Source: an optimization exercise on an open RTL-to-GDS flow (aim: small area). Production flows keep margins and buffers that such runs may drop.
The RTL was checked by simulation tests, not by an equivalence proof against the original design.
Power is estimated from default activity; no workload was simulated.

// cf_hdmi
module cf_hdmi (
  hdmi_clk,
  rst,
  hdmi_vsync,
  hdmi_hsync,
  hdmi_data_e,
  hdmi_data,
  hdmi_fs_toggle,
  hdmi_raddr_g,
  hdmi_tpm_oos,
  mem_raddr,
  mem_rdata,
  vdma_fs_ret_toggle,
  vdma_fs_waddr,
  up_enable,
  up_tpg_enable,
  up_csc_bypass,
  up_hs_width,
  up_hs_count,
  up_hs_de_min,
  up_hs_de_max,
  up_vs_width,
  up_vs_count,
  up_vs_de_min,
  up_vs_de_max,
  up_cp_en,
  up_cp);
Size in the first run: roughly 260 I/O pins, about 27,000 µm² of cells after synthesis.
clock: 5.0 ns
lec_check: 0
cap_margin: 20
core_margin: 2
core_utilization: 40
place_density: 0.6
slew_margin: 20
standard.sh (not shown) runs the stock make flow with config.mk's settings and CLKGATE_MAP_FILE= SYNTH_SCRIPT=/design/flow/synth_recipe.tcl, a recipe that flattens the netlist after the stock synthesis.
==> flow/flow/run.sh <==
#!/bin/bash
# Own layout flow: the standard synthesis and layout, with the port
# buffers made from the smallest buffer cell, and a clock tree with larger
# sink clusters and no dummy loads. Each step's full output goes to its own
# log file in the work folder.
set -euo pipefail
bash standard.sh synth > flow_synth.log 2>&1
bash standard.sh "BUFFER_PORTS_ARGS=-buffer_cell sky130_fd_sc_hd__buf_1" \
  "CTS_ARGS=-sink_clustering_enable -repair_clock_nets -dont_use_dummy_load -sink_clustering_size 18 -sink_clustering_max_diameter 60 -buf_list sky130_fd_sc_hd__clkbuf_16" \
  finish > flow_layout.log 2>&1
Next try:
==> flow/flow/run.sh (replaced) <==
#!/bin/bash
# Own layout flow: the standard synthesis and layout, with the port
# buffers made from the smallest buffer cell instead of the default choice.
# Each step's full output goes to its own log file in the work folder.
set -euo pipefail
bash standard.sh synth > flow_synth.log 2>&1
bash standard.sh "BUFFER_PORTS_ARGS=-buffer_cell sky130_fd_sc_hd__buf_1" finish > flow_layout.log 2>&1
What happened: Utilization went up by 1.8 points; first-iteration DRC count goes up by about 9%; fmax is about the same; global-route usage grows by 0.24 points; final cell count goes up by 2.1%; total power is higher by 14%; clock-buffer cell count goes up by 48; design area goes up by 3.9%; sequential cell count does not change.
Next try:
==> flow/run.sh (new file) <==
#!/bin/bash
# synth_recipe.tcl (not shown) runs the flow's synth.tcl, then flattens the netlist and writes it again
# the make line also repeats each setting of config.mk as NAME=value (left out here)
make -C /OpenROAD-flow-scripts/flow DESIGN_CONFIG=/design/flow/config.mk WORK_HOME=/design/flow/orfs CLKGATE_MAP_FILE= SYNTH_SCRIPT=/design/flow/synth_recipe.tcl finish
Settings changed: CTS_BUF_LIST set to sky130_fd_sc_hd__clkbuf_2 sky130_fd_sc_hd__clkbuf_4 sky130_fd_sc_hd__clkbuf_8, CTS_CLUSTER_SIZE set to 20.
removed: flow/flow/run.sh
removed: flow/standard.sh
After rerunning: Wire length grows by 2.9%; utilization grows by 2.4 points; final cell count grows by 1.9%; synthesized cell count is unchanged; worst hold slack gets worse by 0.055 ns; die area stays the same; sequential cell count does not change.
Next try:
Settings changed: CTS_BUF_LIST sky130_fd_sc_hd__clkbuf_2 sky130_fd_sc_hd__clkbuf_4 sky130_fd_sc_hd__clkbuf_8 to not set, CTS_CLUSTER_SIZE 20 to not set.
After rerunning: Routed wire length came out lower by 1.0%. Global-route usage came out lower by 0.18 points. Via count came out lower by 1.3%.
Next try:
==> flow/flow/run.sh (new file) <==
#!/bin/bash
# Own layout flow: the standard synthesis and layout, with the port
# buffers made from the smallest buffer cell, and a clock tree with larger
# sink clusters and no dummy loads. Each step's full output goes to its own
# log file in the work folder.
set -euo pipefail
bash standard.sh synth > flow_synth.log 2>&1
bash standard.sh "BUFFER_PORTS_ARGS=-buffer_cell sky130_fd_sc_hd__buf_1" \
  "CTS_ARGS=-sink_clustering_enable -repair_clock_nets -dont_use_dummy_load -sink_clustering_size 14 -sink_clustering_max_diameter 60 -buf_list sky130_fd_sc_hd__clkbuf_8" \
  finish > flow_layout.log 2>&1
==> flow/standard.sh (new file) <==
#!/bin/bash
# synth_recipe.tcl (not shown) runs the flow's synth.tcl, then flattens the netlist and writes it again
# the make line also repeats each setting of config.mk as NAME=value (left out here)
make -C /OpenROAD-flow-scripts/flow DESIGN_CONFIG=/design/flow/config.mk WORK_HOME=/design/flow/orfs CLKGATE_MAP_FILE= SYNTH_SCRIPT=/design/flow/synth_recipe.tcl "${@:-finish}"
removed: flow/run.sh
=> The new run produced a clean layout; count of clock-buffer cells in the layout shrinks by 36; worst setup slack got worse by 0.025 ns; area after synthesis is unchanged; first-iteration DRC count shrinks by about 11%; register-to-register slack got worse by 0.03 ns; final area shrinks by about 9%.

* * *

== violet ==
cf_hdmi, a different RTL version from the one above (not shown whole).
Size in the first run: ~2,100 cells after synthesis, roughly 260 I/O pins, roughly 25,000 sq um of cells after synthesis.
Design cf_hdmi, start of the top module:
module cf_hdmi (
  hdmi_clk,
  rst,
  hdmi_vsync,
  hdmi_hsync,
  hdmi_data_e,
  hdmi_data,
  hdmi_fs_toggle,
  hdmi_raddr_g,
  hdmi_tpm_oos,
  mem_raddr,
  mem_rdata,
  vdma_fs_ret_toggle,
  vdma_fs_waddr,
  up_enable,
  up_tpg_enable,
  up_csc_bypass,
  up_hs_width,
  up_hs_count,
  up_hs_de_min,
  up_hs_de_max,
  up_vs_width,
  up_vs_count,
  up_vs_de_min,
  up_vs_de_max,
  up_cp_en,
  up_cp);
Settings: LEC_CHECK=0, CAP_MARGIN=20, CORE_MARGIN=2, CORE_UTILIZATION=40, PLACE_DENSITY=0.6, SLEW_MARGIN=20; clock period 5.0 ns.
==> flow/flow/run.sh <==
#!/bin/bash
# Own layout flow: the standard synthesis; an inverter polarity clean-up
# of its netlist around the full and half adders (flow/polopt.py); an
# area-oriented re-mapping of the other gates with ABC (flow/remap.ys,
# flip-flops and adders kept with their names and cells); then the standard flow's
# standard layout with the port buffers made from the smallest buffer cell
# and a clock tree with larger sink clusters and no dummy loads. Each step's
# full output goes to its own log file in the work folder.
set -euo pipefail
R=orfs/results/sky130hd/cf_hdmi/base
YOSYS=${YOSYS_EXE:-$FLOW_HOME/../tools/install/yosys/bin/yosys}
LIB=$FLOW_HOME/platforms/sky130hd/lib/sky130_fd_sc_hd__tt_025C_1v80.lib
bash standard.sh synth > flow_synth.log 2>&1
cp $R/1_2_yosys.v flow_1_2_yosys_standard.v
python3 flow/polopt.py flow_1_2_yosys_standard.v flow_1_2_yosys_pol.v > flow_polopt.log 2>&1
sed "s#LIBFILE#$LIB#g" flow/remap.ys > flow_remap.ys
$YOSYS -s flow_remap.ys > flow_remap.log 2>&1
python3 flow/fixnet.py flow_remap_all.v $R/1_2_yosys.v > flow_fixnet.log 2>&1
rm -f $R/1_synth.odb $R/1_synth.sdc
bash standard.sh synth > flow_synth_odb.log 2>&1
bash standard.sh "BUFFER_PORTS_ARGS=-buffer_cell sky130_fd_sc_hd__buf_1" \
  "CTS_ARGS=-sink_clustering_enable -repair_clock_nets -dont_use_dummy_load -sink_clustering_size 9 -sink_clustering_max_diameter 45 -buf_list sky130_fd_sc_hd__clkbuf_4" \
  finish > flow_layout.log 2>&1
==> flow/flow/remap.ys <==
# Re-map the netlist's gates other than flip-flops, full and half adders for
# area (ABC's amap); those cells are kept as they are, with their names, and
# so are the gates of the colour conversion (the input cone of csc_4), whose
# timing is tight.
read_liberty -ignore_miss_func LIBFILE
read_verilog flow_1_2_yosys_pol.v
hierarchy -top cf_hdmi
setattr -mod -set keep_hierarchy 1 sky130_fd_sc_hd__fa_1 sky130_fd_sc_hd__ha_1 sky130_fd_sc_hd__dfxtp_1 sky130_fd_sc_hd__edfxtp_1
select -set ffcsc c:csc_4*
select -set cone @ffcsc %ci1 %ci*:-sky130_fd_sc_hd__dfxtp_1,sky130_fd_sc_hd__edfxtp_1 @ffcsc %d
setattr -set keep_hierarchy 1 @cone
select -clear
flatten
opt_clean -purge
abc -liberty LIBFILE -dont_use sky130_fd_sc_hd__lpflow_bleeder_1 -dont_use sky130_fd_sc_hd__lpflow_clkbufkapwr_1 -dont_use sky130_fd_sc_hd__lpflow_clkbufkapwr_16 -dont_use sky130_fd_sc_hd__lpflow_clkbufkapwr_2 -dont_use sky130_fd_sc_hd__lpflow_clkbufkapwr_4 -dont_use sky130_fd_sc_hd__lpflow_clkbufkapwr_8 -dont_use sky130_fd_sc_hd__lpflow_clkinvkapwr_1 -dont_use sky130_fd_sc_hd__lpflow_clkinvkapwr_16 -dont_use sky130_fd_sc_hd__lpflow_clkinvkapwr_2 -dont_use sky130_fd_sc_hd__lpflow_clkinvkapwr_4 -dont_use sky130_fd_sc_hd__lpflow_clkinvkapwr_8 -dont_use sky130_fd_sc_hd__lpflow_decapkapwr_12 -dont_use sky130_fd_sc_hd__lpflow_decapkapwr_3 -dont_use sky130_fd_sc_hd__lpflow_decapkapwr_4 -dont_use sky130_fd_sc_hd__lpflow_decapkapwr_6 -dont_use sky130_fd_sc_hd__lpflow_decapkapwr_8 -dont_use sky130_fd_sc_hd__lpflow_inputiso0n_1 -dont_use sky130_fd_sc_hd__lpflow_inputiso0p_1 -dont_use sky130_fd_sc_hd__lpflow_inputiso1n_1 -dont_use sky130_fd_sc_hd__lpflow_inputiso1p_1 -dont_use sky130_fd_sc_hd__lpflow_inputisolatch_1 -dont_use sky130_fd_sc_hd__lpflow_isobufsrc_1 -dont_use sky130_fd_sc_hd__lpflow_isobufsrc_16 -dont_use sky130_fd_sc_hd__lpflow_isobufsrc_2 -dont_use sky130_fd_sc_hd__lpflow_isobufsrc_4 -dont_use sky130_fd_sc_hd__lpflow_isobufsrc_8 -dont_use sky130_fd_sc_hd__lpflow_isobufsrckapwr_16 -dont_use sky130_fd_sc_hd__lpflow_lsbuf_lh_hl_isowell_tap_1 -dont_use sky130_fd_sc_hd__lpflow_lsbuf_lh_hl_isowell_tap_2 -dont_use sky130_fd_sc_hd__lpflow_lsbuf_lh_hl_isowell_tap_4 -dont_use sky130_fd_sc_hd__lpflow_lsbuf_lh_isowell_4 -dont_use sky130_fd_sc_hd__lpflow_lsbuf_lh_isowell_tap_1 -dont_use sky130_fd_sc_hd__lpflow_lsbuf_lh_isowell_tap_2 -dont_use sky130_fd_sc_hd__lpflow_lsbuf_lh_isowell_tap_4 -dont_use sky130_fd_sc_hd__probe_p_8 -dont_use sky130_fd_sc_hd__probec_p_8  -script flow/abc_area_map.script -D 5000
opt_clean -purge
splitnets
opt_clean -purge
write_verilog -noattr -noexpr -selected flow_remap_all.v
Other scripts of this flow, unchanged in this note and not shown: flow/flow/abc_area_map.script, flow/flow/fixnet.py, flow/flow/polopt.py
The flow did not stop early for violet: all stages ran, and the layout cleared the timing, design-rule and antenna checks.
### violet -> maple
-- flow/flow/remap.ys --
<<< violet, line 1
# Re-map the netlist's gates other than flip-flops, full and half adders for
# area (ABC's amap); those cells are kept as they are, with their names, and
# so are the gates of the colour conversion (the input cone of csc_4), whose
# timing is tight.
read_liberty -ignore_miss_func LIBFILE
>>> maple, line 1
# Re-map the netlist's gates other than flip-flops, full and half adders for
# area (ABC's amap); those cells are kept as they are, with their names.
read_liberty -ignore_miss_func LIBFILE
<<< violet, line 8
setattr -mod -set keep_hierarchy 1 sky130_fd_sc_hd__fa_1 sky130_fd_sc_hd__ha_1 sky130_fd_sc_hd__dfxtp_1 sky130_fd_sc_hd__edfxtp_1
select -set ffcsc c:csc_4*
select -set cone @ffcsc %ci1 %ci*:-sky130_fd_sc_hd__dfxtp_1,sky130_fd_sc_hd__edfxtp_1 @ffcsc %d
setattr -set keep_hierarchy 1 @cone
select -clear
flatten
>>> maple, line 6
setattr -mod -set keep_hierarchy 1 sky130_fd_sc_hd__fa_1 sky130_fd_sc_hd__ha_1 sky130_fd_sc_hd__dfxtp_1 sky130_fd_sc_hd__edfxtp_1
flatten
Results
Nothing crashed in maple and all stages finished; the problem is that the final layout failed, the offending checks being negative setup slack. The multi-input logic cell count of maple exceeds that of violet by about 1.8%. Between violet and maple, the cell count went up. Relative to violet, net switching power figure has increased by 2.9% in maple. maple — number of cells on the critical path 8 higher, violet as reference. In maple relative to violet, synthesized cell count had gone up slightly. Total of fill cells in the finished design shrinks by a few percent when moving from violet to maple. Synthesized area down 1.3% in maple wrt violet. | latest clock arrival within the worst-skew pair | violet vs maple | ≈ equal |.
Here is what was changed in the inputs of lagoon compared with maple.
Settings: ABC_AREA: unset -> 1.
-- flow/flow/remap.ys --
<<< maple, line 1
# Re-map the netlist's gates other than flip-flops, full and half adders for
# area (ABC's amap); those cells are kept as they are, with their names.
read_liberty -ignore_miss_func LIBFILE
>>> lagoon, line 1
# Re-map the netlist's gates other than flip-flops, full and half adders for
# area (ABC's amap); those cells are kept as they are, with their names, and
# so are the gates of the colour conversion (the input cone of csc_4), whose
# timing is tight.
read_liberty -ignore_miss_func LIBFILE
<<< maple, line 6
setattr -mod -set keep_hierarchy 1 sky130_fd_sc_hd__fa_1 sky130_fd_sc_hd__ha_1 sky130_fd_sc_hd__dfxtp_1 sky130_fd_sc_hd__edfxtp_1
flatten
>>> lagoon, line 8
setattr -mod -set keep_hierarchy 1 sky130_fd_sc_hd__fa_1 sky130_fd_sc_hd__ha_1 sky130_fd_sc_hd__dfxtp_1 sky130_fd_sc_hd__edfxtp_1
select -set ffcsc c:csc_4*
select -set cone @ffcsc %ci1 %ci*:-sky130_fd_sc_hd__dfxtp_1,sky130_fd_sc_hd__edfxtp_1 @ffcsc %d
setattr -set keep_hierarchy 1 @cone
select -clear
flatten
### Flow results
- lagoon finished every stage and its layout cleared the timing, design-rule and antenna checks.
- [compare] base=maple new=lagoon: register-to-register slack has increased; final cell count has decreased.
- Number of multi-input combinational cells, lagoon vs maple: down by a few percent
- Per the comparison of lagoon with maple, portion of total power attributed to the clock network went up 0.5 points; met3 layer usage reported by global route picked up an extra 0.74 points; logic depth of the worst register-to-register path went up 30%; proportion of power drawn by flip-flops and latches increased by 1.7 points relative to the old numbers.
- Between lagoon and maple, it is lagoon whose wire length of the first global-routing pass is lower, by 3600 um.
Setup changes, lagoon to onyx
Settings: ABC_AREA removed (was 1).
-- flow/flow/run.sh --
<<< lagoon, line 21
bash standard.sh "BUFFER_PORTS_ARGS=-buffer_cell sky130_fd_sc_hd__buf_1" \
  "CTS_ARGS=-sink_clustering_enable -repair_clock_nets -dont_use_dummy_load -sink_clustering_size 9 -sink_clustering_max_diameter 45 -buf_list sky130_fd_sc_hd__clkbuf_4" \
  finish > flow_layout.log 2>&1
>>> onyx, line 21
bash standard.sh "BUFFER_PORTS_ARGS=-buffer_cell sky130_fd_sc_hd__buf_1" \
  "CTS_ARGS=-sink_clustering_enable -repair_clock_nets -dont_use_dummy_load -sink_clustering_size 12 -sink_clustering_max_diameter 50 -buf_list sky130_fd_sc_hd__clkbuf_4" \
  finish > flow_layout.log 2>&1
[summary]
The flow did not stop early for onyx: all stages ran, and the layout cleared the timing, design-rule and antenna checks.
Lower routed length on met3 was reported by onyx, not lagoon.
Relative to lagoon, onyx degrades final hold slack.
From lagoon to onyx the numbers moved as follows: site row count went up by 1.1%; non-clock buffer count went up by 7.
After detailed routing, lagoon needs less wire than onyx.
Synthesized area per cell: higher on onyx
Between lagoon and onyx, clock buffer count decreased.
The design area in onyx was higher than what lagoon gave.
Taking lagoon as the reference, in onyx final critical path time including I/O delays and setup decreased by 0.027 ns relative to the old numbers, CTS buffer count decreased by 15 relative to the old numbers, synthesized net count increased by 1.4% relative to the old numbers.

[afterwards: timing with drivers on the ports]
The flow's constraints put no driver on any port. The routed layouts listed below were extracted and timed again, unchanged, in two steps.
Step 1 assumes that a clkbuf_16 drives the clock port and a buf_2 every other input.
Step 2, shift: input delay + t, output delay - t, t = (earliest + latest rising clock arrival at the registers) / 2. This alone moves slack from input paths to output paths.
Slacks: ideal / step 1 / step 2; pairs: ideal / step 1.
run | shift t [ns] | setup WS [ns] | worst hold slack (ns) | clock arrival spread, ns | worst slew at a driven data input, ns
the first run of note 1 | 0.629 | 0.255 / 0.255 / 0.255 | 0.290 / 0.290 / 0.290 | 0.065 / 0.065 | 0.11
the second run of note 1 | 0.649 | 0.265 / 0.265 / 0.265 | 0.321 / 0.321 / 0.321 | 0.023 / 0.023 | 0.13
the third run of note 1 | 0.773 | 0.208 / 0.208 / 0.208 | 0.266 / 0.266 / 0.266 | 0.080 / 0.080 | 0.12
the fourth run of note 1 | 0.655 | 0.264 / 0.264 / 0.264 | 0.310 / 0.310 / 0.310 | 0.027 / 0.027 | 0.11
the fifth run of note 1 | 0.698 | 0.239 / 0.239 / 0.239 | 0.283 / 0.283 / 0.283 | 0.100 / 0.100 | 0.12
violet | 0.873 | 0.386 / 0.386 / 0.386 | 0.203 / 0.176 / 0.273 | 0.137 / 0.138 | 0.14
maple | 0.881 | -0.055 / -0.055 / -0.055 | 0.193 / 0.185 / 0.235 | 0.155 / 0.154 | 0.09
lagoon | 0.883 | 0.364 / 0.364 / 0.364 | 0.229 / 0.197 / 0.245 | 0.155 / 0.156 | 0.11
onyx | 0.847 | 0.391 / 0.391 / 0.391 | 0.202 / 0.193 / 0.272 | 0.178 / 0.177 | 0.13
